From an optimization exercise on the open Yosys and OpenROAD flow, aimed at small area and a short achievable clock period; shortcuts taken in it are not production practice.
At most, simulation tests tie the RTL to the original design; equivalence was not proved.

==> zinc: inputs <==
Design mips_full_processor, start of the top module:
module mips_full_processor(i_clk, i_reset,
			   o_imem_addr, i_imem_data,
			   o_dmem_addr, o_dmem_wdata, o_dmem_we, i_dmem_rdata);
input i_clk ;
input i_reset;
output [31:0] o_imem_addr;	 
input  [31:0] i_imem_data;	 
output [31:0] o_dmem_addr;	 
output [31:0] o_dmem_wdata;	 
output        o_dmem_we;	 
input  [31:0] i_dmem_rdata;	 
wire [31:0] I = i_imem_data;
wire [5:0] op    = I[31:26];
wire [4:0] rs    = I[25:21];
wire [4:0] rt    = I[20:16];
wire [4:0] rd    = I[15:11];
wire [5:0] funct = I[5:0];
wire [31:0] imm  = {{16{I[15]}}, I[15:0]};
wire is_r    = (op == 6'b000000);
wire is_addi = (op == 6'b001000);
wire is_lw   = (op == 6'b100011);
wire is_sw   = (op == 6'b101011);
wire is_beq  = (op == 6'b000100);
wire is_j    = (op == 6'b000010);
wire f_sll = (funct == 6'h00);
wire f_srl = (funct == 6'h02);
wire f_sra = (funct == 6'h03);
wire f_sub = (funct == 6'h22);
wire f_and = (funct == 6'h24);
wire f_or  = (funct == 6'h25);
wire f_xor = (funct == 6'h26);
wire f_nor = (funct == 6'h27);
wire f_slt = (funct == 6'h2A);
wire f_arith = ~(f_sll | f_srl | f_sra | f_and | f_or | f_xor | f_nor | f_slt);
reg  [31:2] pc;
wire [31:0] rf [1:31];
reg [30:0] sel_a, sel_b;
integer k;
always @* begin
	for (k = 1; k < 32; k = k + 1) begin
		sel_a[k-1] = (rs == k);
		sel_b[k-1] = (rt == k);
	end
end
wire [31:0] A_n, B_n;	 
wire [31:0] Aa_n;	 
genvar g, b;
generate
	for (b = 0; b < 32; b = b + 1) begin : rd_g
		wire [30:0] col;
		for (g = 1; g < 32; g = g + 1) begin : c
			assign col[g-1] = rf[g][b];
		end
		rf_rd_bit2 ra (.sel(sel_a), .d(col), .y_n(Aa_n[b]), .y2_n(A_n[b]));
		rf_rd_bit  rb (.sel(sel_b), .d(col), .y_n(B_n[b]));
	end
  ...
==> module rf_nor3, before the edit <==
module rf_nor3 (a, b, c, y);
input a, b, c;
output y;
assign y = ~(a | b | c);
endmodule
==> module rf_rd_bit2, before the edit <==
module rf_rd_bit2 (sel, d, y_n, y2_n);
input [30:0] sel;
input [30:0] d;
output y_n, y2_n;
wire [10:0] n;
genvar i;
generate
	for (i = 0; i < 10; i = i + 1) begin : t
		rf_aoi222 g (.s(sel[3*i +: 3]), .d(d[3*i +: 3]), .y(n[i]));
	end
endgenerate
rf_nand2 g30 (.s(sel[30]), .d(d[30]), .y(n[10]));
wire h0 = ~&n[3:0];
wire h1 = ~&n[7:4];
wire h2 = ~&n[10:8];
rf_nor3 o1 (.a(h0), .b(h1), .c(h2), .y(y_n));
rf_nor3 o2 (.a(h0), .b(h1), .c(h2), .y(y2_n));
endmodule
==> module mips_full_processor, before the edit <==
module mips_full_processor(i_clk, i_reset,
			   o_imem_addr, i_imem_data,
			   o_dmem_addr, o_dmem_wdata, o_dmem_we, i_dmem_rdata);
input i_clk ;
input i_reset;
output [31:0] o_imem_addr;	 
input  [31:0] i_imem_data;	 
output [31:0] o_dmem_addr;	 
output [31:0] o_dmem_wdata;	 
output        o_dmem_we;	 
input  [31:0] i_dmem_rdata;	 
wire [31:0] I = i_imem_data;
wire [5:0] op    = I[31:26];
wire [4:0] rs    = I[25:21];
wire [4:0] rt    = I[20:16];
wire [4:0] rd    = I[15:11];
wire [5:0] funct = I[5:0];
wire [31:0] imm  = {{16{I[15]}}, I[15:0]};
wire is_r    = (op == 6'b000000);
wire is_addi = (op == 6'b001000);
wire is_lw   = (op == 6'b100011);
wire is_sw   = (op == 6'b101011);
wire is_beq  = (op == 6'b000100);
wire is_j    = (op == 6'b000010);
wire f_sll = (funct == 6'h00);
wire f_srl = (funct == 6'h02);
wire f_sra = (funct == 6'h03);
wire f_sub = (funct == 6'h22);
wire f_and = (funct == 6'h24);
wire f_or  = (funct == 6'h25);
wire f_xor = (funct == 6'h26);
wire f_nor = (funct == 6'h27);
wire f_slt = (funct == 6'h2A);
wire f_arith = ~(f_sll | f_srl | f_sra | f_and | f_or | f_xor | f_nor | f_slt);
reg  [31:2] pc;
wire [31:0] rf [1:31];
reg [30:0] sel_a, sel_b;
integer k;
always @* begin
	for (k = 1; k < 32; k = k + 1) begin
		sel_a[k-1] = (rs == k);
		sel_b[k-1] = (rt == k);
	end
end
wire [31:0] A_n, B_n;	 
wire [31:0] Aa_n;	 
genvar g, b;
generate
	for (b = 0; b < 32; b = b + 1) begin : rd_g
		wire [30:0] col;
		for (g = 1; g < 32; g = g + 1) begin : c
			assign col[g-1] = rf[g][b];
		end
		rf_rd_bit2 ra (.sel(sel_a), .d(col), .y_n(Aa_n[b]), .y2_n(A_n[b]));
		rf_rd_bit  rb (.sel(sel_b), .d(col), .y_n(B_n[b]));
	end
endgenerate
wire [31:0] A = ~A_n;
wire [31:0] B = ~B_n;
wire [31:0] dsum;
addr_adder dadd (.a_n(Aa_n), .b(imm), .s(dsum));
assign o_dmem_addr  = dsum;
assign o_dmem_wdata = B;
assign o_dmem_we    = is_sw;
wire        sub_mode = f_sub | f_slt;
wire [31:0] addsub;
wire        add_co;
alu_addsub asu (.a(A), .b(B ^ {32{sub_mode}}), .ci(sub_mode), .s(addsub), .co(add_co));
wire        a_lt_b   = ~add_co;		 
wire [31:0] sy;		 
barrel_shifter shifter (.a(A), .sh(B[4:0]), .f_sll(f_sll), .f_sra(f_sra), .y(sy));
reg [31:0] sy_rev;
integer m;
always @* for (m = 0; m < 32; m = m + 1) sy_rev[m] = sy[31-m];
wire rn = ~i_reset;
wire s_r     = rn & is_r;
wire s_add   = s_r & f_arith;
wire s_slt   = s_r & f_slt;
wire s_sll   = s_r & f_sll;
wire s_sr    = s_r & (f_srl | f_sra);
wire s_and   = s_r & f_and;
wire s_or    = s_r & f_or;
wire s_xor   = s_r & f_xor;
wire s_nor   = s_r & f_nor;
wire s_lw    = rn & is_lw;
wire s_addi  = rn & is_addi;
wire [31:0] sr_res = {(f_sra ? A[31] : sy[31]), sy[30:0]};
wire [3:0] lk = {s_and | s_or, s_or | s_xor, s_or | s_xor, s_nor};
wire [31:0] logic_res;
generate
	for (b = 0; b < 32; b = b + 1) begin : lg_g
		alu_lut2 l (.a(A[b]), .b(B[b]), .k(lk), .y(logic_res[b]));
	end
endgenerate
wire [31:0] wd = ({32{s_add}}  & addsub)
	       | {31'd0, s_slt & a_lt_b}
	       | ({32{s_sll}}  & sy_rev)
	       | ({32{s_sr}}   & sr_res)
	       | logic_res
	       | ({32{s_lw}}   & i_dmem_rdata)
	       | ({32{s_addi}} & dsum);
wire       wen = is_r | is_addi | is_lw;
wire [4:0] wa  = is_r ? rd : rt;
generate
	for (g = 1; g < 32; g = g + 1) begin : reg_g
		reg  [31:0] r;
		wire [31:0] d;
		wire we_g  = i_reset | (wen & (wa == g));
		wire nwe_g = ~we_g;
		for (b = 0; b < 32; b = b + 1) begin : bit_g
			rf_wr_bit w (.we(we_g), .nwe(nwe_g), .wd(wd[b]), .q(r[b]), .d(d[b]));
		end
		always @(posedge i_clk)
			r <= d;
		assign rf[g] = r;
	end
endgenerate
wire [31:2] pc4, bt;
program_counter_mips pc_arith (.pc(pc), .imm(I[15:0]), .pc4(pc4), .bt(bt));
wire taken = is_beq & (A == B);
always @(posedge i_clk) begin
	if (i_reset)
		pc <= 30'd0;
	else if (taken)
		pc <= bt;
	else if (is_j)
		pc <= {pc4[31:28], I[25:0]};
	else
		pc <= pc4;
end
assign o_imem_addr = {pc, 2'b00};
endmodule
Settings: LEC_CHECK=0, CAP_MARGIN=20, CORE_MARGIN=2, CORE_UTILIZATION=50, CTS_BUF_LIST=sky130_fd_sc_hd__clkbuf_16, CTS_CLUSTER_DIAMETER=70, CTS_CLUSTER_SIZE=27, SLEW_MARGIN=20, SYNTH_HIERARCHICAL=1, SYNTH_MINIMUM_KEEP_SIZE=0; clock period 25.0 ns.
standard.sh (not shown) runs the stock make flow with config.mk's settings and CLKGATE_MAP_FILE= SYNTH_SCRIPT=/design/flow/synth_recipe.tcl, a recipe that flattens the netlist after the stock synthesis.
==> flow/flow/run.sh <==
#!/bin/bash
# The standard layout with two changes to how it is made:
# - the port buffers are buf_2 cells (the standard flow picks a slow delay
#   buffer, clkdlybuf4s50_1, for every input and output port);
# - timing repair is asked for a setup slack margin well above zero, so that
#   it sizes and buffers the critical paths instead of stopping once the
#   25 ns clock is met.
# The clock, the I/O delays and every other constraint are the design's.
set -euo pipefail
bash standard.sh "BUFFER_PORTS_ARGS=-buffer_cell sky130_fd_sc_hd__buf_2" \
	SETUP_SLACK_MARGIN=11 TNS_END_PERCENT=10 finish > run_standard.log 2>&1
==> willow: changes against zinc <==
--- a/flow/design.v
+++ b/flow/design.v
@@ -88,95 +88,14 @@
 	end
 	assign s[0] = p0[0];
 	for (i = 1; i < 32; i = i + 1) begin : sum
 		add_x ux (.p(p0[i]), .c(G[5][i-1]), .s(s[i]));
 	end
 endgenerate
 endmodule
-module alu_fa (a, b, c, s, co);
-input a, b, c;
-output s, co;
-assign s  = a ^ b ^ c;
-assign co = (a & b) | (c & (a ^ b));
-endmodule
-module alu_ha (a, b, s, co);
-input a, b;
-output s, co;
-assign s  = a ^ b;
-assign co = a & b;
-endmodule
-module alu_and2 (a, b, y);
-input a, b;
-output y;
-assign y = a & b;
-endmodule
-module alu_xor2 (a, b, y);
-input a, b;
-output y;
-assign y = a ^ b;
-endmodule
-module alu_ao21 (a, b, c, y);	 
-input a, b, c;
-output y;
-assign y = a | (b & c);
-endmodule
-module alu_cib (a, b, ci, s, co);
-input  [7:0] a, b;
-input  ci;
-output [7:0] s;
-output co;
-wire [7:0] s0;
-wire [8:0] c;
-wire [8:1] pre;		 
-wire [7:1] inc;
-genvar i;
-generate
-	alu_ha h0 (.a(a[0]), .b(b[0]), .s(s0[0]), .co(c[1]));
-	for (i = 1; i < 8; i = i + 1) begin : r
-		alu_fa f (.a(a[i]), .b(b[i]), .c(c[i]), .s(s0[i]), .co(c[i+1]));
-	end
-	assign pre[1] = s0[0];
-	for (i = 2; i < 9; i = i + 1) begin : p
-		alu_and2 n (.a(pre[i-1]), .b(s0[i-1]), .y(pre[i]));
-	end
-	alu_xor2 x0 (.a(s0[0]), .b(ci), .y(s[0]));
-	for (i = 1; i < 8; i = i + 1) begin : x
-		alu_and2 n (.a(ci), .b(pre[i]), .y(inc[i]));
-		alu_xor2 x (.a(s0[i]), .b(inc[i]), .y(s[i]));
-	end
-endgenerate
-alu_ao21 o (.a(c[8]), .b(ci), .c(pre[8]), .y(co));
-endmodule
-module alu_addsub (a, b, ci, s, co);
-input  [31:0] a, b;
-input  ci;
-output [31:0] s;
-output co;
-wire [4:0] c;
-wire [8:0] r;
-assign c[0] = ci;
-genvar i;
-generate
-	assign r[0] = ci;
-	for (i = 0; i < 8; i = i + 1) begin : r0
-		alu_fa f (.a(a[i]), .b(b[i]), .c(r[i]), .s(s[i]), .co(r[i+1]));
-	end
-	assign c[1] = r[8];
-	for (i = 1; i < 4; i = i + 1) begin : blk
-		alu_cib u (.a(a[8*i +: 8]), .b(b[8*i +: 8]), .ci(c[i]), .s(s[8*i +: 8]), .co(c[i+1]));
-	end
-endgenerate
-assign co = c[4];
-endmodule
-module alu_lut2 (a, b, k, y);
-input a, b;
-input [3:0] k;
-output y;
-assign y = a ? (b ? k[3] : k[2]) : (b ? k[1] : k[0]);
-endmodule
 module rf_wr_bit (we, nwe, wd, q, d);
 input we, nwe, wd, q;
 output d;
 assign d = (we & wd) | (nwe & q);
 endmodule
 module rf_aoi222 (s, d, y);
 input [2:0] s, d;
@@ -184,51 +103,28 @@
 assign y = ~(|(s & d));
 endmodule
 module rf_nand2 (s, d, y);
 input s, d;
 output y;
 assign y = ~(s & d);
 endmodule
-module rf_nor3 (a, b, c, y);
-input a, b, c;
-output y;
-assign y = ~(a | b | c);
-endmodule
 module rf_rd_bit (sel, d, y_n);
 input [30:0] sel;	 
 input [30:0] d;
 output y_n;
 wire [10:0] n;
 genvar i;
 generate
 	for (i = 0; i < 10; i = i + 1) begin : t
 		rf_aoi222 g (.s(sel[3*i +: 3]), .d(d[3*i +: 3]), .y(n[i]));
 	end
 endgenerate
 rf_nand2 g30 (.s(sel[30]), .d(d[30]), .y(n[10]));
 assign y_n = &n;
 endmodule
-module rf_rd_bit2 (sel, d, y_n, y2_n);
-input [30:0] sel;
-input [30:0] d;
-output y_n, y2_n;
-wire [10:0] n;
-genvar i;
-generate
-	for (i = 0; i < 10; i = i + 1) begin : t
-		rf_aoi222 g (.s(sel[3*i +: 3]), .d(d[3*i +: 3]), .y(n[i]));
-	end
-endgenerate
-rf_nand2 g30 (.s(sel[30]), .d(d[30]), .y(n[10]));
-wire h0 = ~&n[3:0];
-wire h1 = ~&n[7:4];
-wire h2 = ~&n[10:8];
-rf_nor3 o1 (.a(h0), .b(h1), .c(h2), .y(y_n));
-rf_nor3 o2 (.a(h0), .b(h1), .c(h2), .y(y2_n));
-endmodule
 module pc_fa (a, b, c, s, co);
 input a, b, c;
 output s, co;
 assign s  = a ^ b ^ c;
 assign co = (a & b) | (c & (a ^ b));
 endmodule
 module pc_ha (a, b, s, co);
@@ -379,38 +275,35 @@
 always @* begin
 	for (k = 1; k < 32; k = k + 1) begin
 		sel_a[k-1] = (rs == k);
 		sel_b[k-1] = (rt == k);
 	end
 end
 wire [31:0] A_n, B_n;	 
-wire [31:0] Aa_n;	 
 genvar g, b;
 generate
 	for (b = 0; b < 32; b = b + 1) begin : rd_g
 		wire [30:0] col;
 		for (g = 1; g < 32; g = g + 1) begin : c
 			assign col[g-1] = rf[g][b];
 		end
-		rf_rd_bit2 ra (.sel(sel_a), .d(col), .y_n(Aa_n[b]), .y2_n(A_n[b]));
-		rf_rd_bit  rb (.sel(sel_b), .d(col), .y_n(B_n[b]));
+		rf_rd_bit ra (.sel(sel_a), .d(col), .y_n(A_n[b]));
+		rf_rd_bit rb (.sel(sel_b), .d(col), .y_n(B_n[b]));
 	end
 endgenerate
 wire [31:0] A = ~A_n;
 wire [31:0] B = ~B_n;
 wire [31:0] dsum;
-addr_adder dadd (.a_n(Aa_n), .b(imm), .s(dsum));
+addr_adder dadd (.a_n(A_n), .b(imm), .s(dsum));
 assign o_dmem_addr  = dsum;
 assign o_dmem_wdata = B;
 assign o_dmem_we    = is_sw;
 wire        sub_mode = f_sub | f_slt;
-wire [31:0] addsub;
-wire        add_co;
-alu_addsub asu (.a(A), .b(B ^ {32{sub_mode}}), .ci(sub_mode), .s(addsub), .co(add_co));
-wire        a_lt_b   = ~add_co;		 
+wire [32:0] addsub   = {1'b0, A} + {1'b0, B ^ {32{sub_mode}}} + {32'd0, sub_mode};
+wire        a_lt_b   = ~addsub[32];		 
 wire [31:0] sy;		 
 barrel_shifter shifter (.a(A), .sh(B[4:0]), .f_sll(f_sll), .f_sra(f_sra), .y(sy));
 reg [31:0] sy_rev;
 integer m;
 always @* for (m = 0; m < 32; m = m + 1) sy_rev[m] = sy[31-m];
 wire rn = ~i_reset;
 wire s_r     = rn & is_r;
@@ -421,26 +314,22 @@
 wire s_and   = s_r & f_and;
 wire s_or    = s_r & f_or;
 wire s_xor   = s_r & f_xor;
 wire s_nor   = s_r & f_nor;
 wire s_lw    = rn & is_lw;
 wire s_addi  = rn & is_addi;
 wire [31:0] sr_res = {(f_sra ? A[31] : sy[31]), sy[30:0]};
-wire [3:0] lk = {s_and | s_or, s_or | s_xor, s_or | s_xor, s_nor};
-wire [31:0] logic_res;
-generate
-	for (b = 0; b < 32; b = b + 1) begin : lg_g
-		alu_lut2 l (.a(A[b]), .b(B[b]), .k(lk), .y(logic_res[b]));
-	end
-endgenerate
-wire [31:0] wd = ({32{s_add}}  & addsub)
+wire [31:0] wd = ({32{s_add}}  & addsub[31:0])
 	       | {31'd0, s_slt & a_lt_b}
 	       | ({32{s_sll}}  & sy_rev)
 	       | ({32{s_sr}}   & sr_res)
-	       | logic_res
+	       | ({32{s_and}}  & (A & B))
+	       | ({32{s_or}}   & (A | B))
+	       | ({32{s_xor}}  & (A ^ B))
+	       | ({32{s_nor}}  & ~(A | B))
 	       | ({32{s_lw}}   & i_dmem_rdata)
 	       | ({32{s_addi}} & dsum);
 wire       wen = is_r | is_addi | is_lw;
 wire [4:0] wa  = is_r ? rd : rt;
 generate
 	for (g = 1; g < 32; g = g + 1) begin : reg_g
 		reg  [31:0] r;
CTS_BUF_LIST = sky130_fd_sc_hd__clkbuf_8   (was sky130_fd_sc_hd__clkbuf_16)
CTS_CLUSTER_DIAMETER = default   (was 70)
CTS_CLUSTER_SIZE = default   (was 27)
==> amber: changes against zinc <==
--- a/flow/design.v
+++ b/flow/design.v
@@ -184,51 +184,28 @@
 assign y = ~(|(s & d));
 endmodule
 module rf_nand2 (s, d, y);
 input s, d;
 output y;
 assign y = ~(s & d);
 endmodule
-module rf_nor3 (a, b, c, y);
-input a, b, c;
-output y;
-assign y = ~(a | b | c);
-endmodule
 module rf_rd_bit (sel, d, y_n);
 input [30:0] sel;	 
 input [30:0] d;
 output y_n;
 wire [10:0] n;
 genvar i;
 generate
 	for (i = 0; i < 10; i = i + 1) begin : t
 		rf_aoi222 g (.s(sel[3*i +: 3]), .d(d[3*i +: 3]), .y(n[i]));
 	end
 endgenerate
 rf_nand2 g30 (.s(sel[30]), .d(d[30]), .y(n[10]));
 assign y_n = &n;
 endmodule
-module rf_rd_bit2 (sel, d, y_n, y2_n);
-input [30:0] sel;
-input [30:0] d;
-output y_n, y2_n;
-wire [10:0] n;
-genvar i;
-generate
-	for (i = 0; i < 10; i = i + 1) begin : t
-		rf_aoi222 g (.s(sel[3*i +: 3]), .d(d[3*i +: 3]), .y(n[i]));
-	end
-endgenerate
-rf_nand2 g30 (.s(sel[30]), .d(d[30]), .y(n[10]));
-wire h0 = ~&n[3:0];
-wire h1 = ~&n[7:4];
-wire h2 = ~&n[10:8];
-rf_nor3 o1 (.a(h0), .b(h1), .c(h2), .y(y_n));
-rf_nor3 o2 (.a(h0), .b(h1), .c(h2), .y(y2_n));
-endmodule
 module pc_fa (a, b, c, s, co);
 input a, b, c;
 output s, co;
 assign s  = a ^ b ^ c;
 assign co = (a & b) | (c & (a ^ b));
 endmodule
 module pc_ha (a, b, s, co);
@@ -379,30 +356,29 @@
 always @* begin
 	for (k = 1; k < 32; k = k + 1) begin
 		sel_a[k-1] = (rs == k);
 		sel_b[k-1] = (rt == k);
 	end
 end
 wire [31:0] A_n, B_n;	 
-wire [31:0] Aa_n;	 
 genvar g, b;
 generate
 	for (b = 0; b < 32; b = b + 1) begin : rd_g
 		wire [30:0] col;
 		for (g = 1; g < 32; g = g + 1) begin : c
 			assign col[g-1] = rf[g][b];
 		end
-		rf_rd_bit2 ra (.sel(sel_a), .d(col), .y_n(Aa_n[b]), .y2_n(A_n[b]));
-		rf_rd_bit  rb (.sel(sel_b), .d(col), .y_n(B_n[b]));
+		rf_rd_bit ra (.sel(sel_a), .d(col), .y_n(A_n[b]));
+		rf_rd_bit rb (.sel(sel_b), .d(col), .y_n(B_n[b]));
 	end
 endgenerate
 wire [31:0] A = ~A_n;
 wire [31:0] B = ~B_n;
 wire [31:0] dsum;
-addr_adder dadd (.a_n(Aa_n), .b(imm), .s(dsum));
+addr_adder dadd (.a_n(A_n), .b(imm), .s(dsum));
 assign o_dmem_addr  = dsum;
 assign o_dmem_wdata = B;
 assign o_dmem_we    = is_sw;
 wire        sub_mode = f_sub | f_slt;
 wire [31:0] addsub;
 wire        add_co;
 alu_addsub asu (.a(A), .b(B ^ {32{sub_mode}}), .ci(sub_mode), .s(addsub), .co(add_co));
CTS_CLUSTER_DIAMETER = 80   (was 70)
CTS_CLUSTER_SIZE = 30   (was 27)
==> yarrow: changes against zinc <==
==> flow/flow/run.sh (replaced) <==
#!/bin/bash
# The standard layout with two changes to how it is made:
# - the port buffers are buf_1 cells (the standard flow picks a slow delay
#   buffer, clkdlybuf4s50_1, for every input and output port);
# - timing repair is asked for a setup slack margin well above zero, so that
#   it sizes and buffers the critical paths instead of stopping once the
#   25 ns clock is met.
# The clock, the I/O delays and every other constraint are the design's.
set -euo pipefail
bash standard.sh "BUFFER_PORTS_ARGS=-buffer_cell sky130_fd_sc_hd__buf_1" \
	SETUP_SLACK_MARGIN=11.3 TNS_END_PERCENT=10 finish > run_standard.log 2>&1
==> flow_metrics.env <==
export IMPL_non_clock_buffer_count=432
export IMPL_dpl_cell_area_um2=53190
export IMPL_drt_wl_total_um=232700
export IMPL_wl_met2_um=97060
export IMPL_holdPathEnd="reg_g[8].r[0]"
export IMPL_tapCellCount=1287
export IMPL_power_density_nw_per_um2=54.70
export IMPL_core_area_um2=98280
export IMPL_switchingPower_mw=0.8964
export IMPL_path_cells="buf_8, buf_12, or3_4, nor2_4, clkbuf_16, a222oi_1, nand4_1, nor3_2, xnor2_1, and2_1, and2_1, a21o_4, a21o_4, a21o_1, xor2_2, clkbuf_2"
export IMPL_die_h_um=318.9
export IMPL_syn_to_final_growth_pct=14.95
export IMPL_cp_depth=16
export IMPL_period_share_pct=55.64
export IMPL_root_buffer="clkbuf_16"
export IMPL_syn_instance_count=4422
export IMPL_status="finished clean"
export IMPL_stdcell_count=6170
[end of results for yarrow]
==> flow_metrics.env <==
export IMPL_status="finished clean"
export IMPL_non_clock_buffer_count=417
export IMPL_root_buffer="clkbuf_16"
export IMPL_core_area_um2=97990
export IMPL_wl_met2_um=91440
export IMPL_cp_depth=16
export IMPL_path_cells="buf_4, nor2_1, nand2_4, nor2_4, buf_4, a222oi_1, nand4_1, nor3_4, xnor2_1, and2_1, a21o_1, a21o_2, a21o_2, a21o_1, xor2_1, buf_2"
export IMPL_syn_instance_count=4390
export IMPL_drt_wl_total_um=228400
[end of results for amber]
==> flow_metrics.env <==
export IMPL_switchingPower_mw=0.9434
export IMPL_syn_instance_count=4668
export IMPL_holdPathEnd="reg_g[31].r[28]"
export IMPL_dpl_cell_area_um2=54750
export IMPL_status="finished clean"
export IMPL_period_share_pct=56.63
export IMPL_die_h_um=321.4
export IMPL_cp_depth=18
export IMPL_tapCellCount=1298
export IMPL_wl_met2_um=96530
export IMPL_drt_wl_total_um=245100
export IMPL_path_cells="buf_6, nand3b_1, buf_6, nor2_4, buf_12, a222oi_1, nand4_1, nor3_4, buf_6, buf_4, nor2b_4, a21o_1, a21o_1, a21o_4, a21o_1, a21o_1, xor2_2, buf_2"
export IMPL_non_clock_buffer_count=422
export IMPL_root_buffer="clkbuf_8"
[end of results for willow]
==> flow_metrics.env <==
export IMPL_status="finished clean"
export IMPL_root_buffer="clkbuf_16"
export IMPL_syn_to_final_growth_pct=13.90
export IMPL_holdPathEnd="reg_g[29].r[12]"
export IMPL_core_area_um2=98280
export IMPL_period_share_pct=56.19
export IMPL_dpl_cell_area_um2=53390
export IMPL_wl_met2_um=97070
export IMPL_path_cells="buf_8, or3_1, nor2_2, buf_4, a222oi_1, nand4_1, nor3_2, xnor2_1, and2_1, a21o_1, a21o_1, a21o_1, a21o_1, xor2_2, buf_2"
[end of results for zinc]
For willow, only the layout was checked, not whether the RTL still works.

==> what the ideal ports hide <==
Ports are ideal in the flow. The routed layouts listed here were re-timed in OpenROAD.
Step 1 (the two cells are an assumption about what drives the block):
set clk [get_ports {i_clk}]
set_driving_cell -lib_cell sky130_fd_sc_hd__clkbuf_16 $clk
set_driving_cell -lib_cell sky130_fd_sc_hd__buf_2 [delete_from_list [all_inputs] $clk]
Step 2, shift: input delay + t, output delay - t, t = (earliest + latest rising clock arrival at the registers) / 2. This alone moves slack from input paths to output paths.
Three values: no drivers, after step 1, after step 2; two values: the first two.
| run | t, ns | setup WS [ns] | latest minus earliest clock arrival (ns) |
|---|---|---|---|
| zinc | 0.790 | 10.952 / 10.894 / 10.546 | 0.039 / 0.039 |
| willow | 0.948 | 10.843 / 10.805 / 10.805 | 0.074 / 0.074 |
| amber | 0.784 | 10.939 / 10.911 / 10.664 | 0.084 / 0.084 |
| yarrow | 0.793 | 11.091 / 11.036 / 10.714 | 0.062 / 0.063 |
After both steps every run listed still meets setup and hold. For zinc, which loses most, drivers alone change the setup slack by -0.058 ns; drivers and shift together by -0.406 ns.
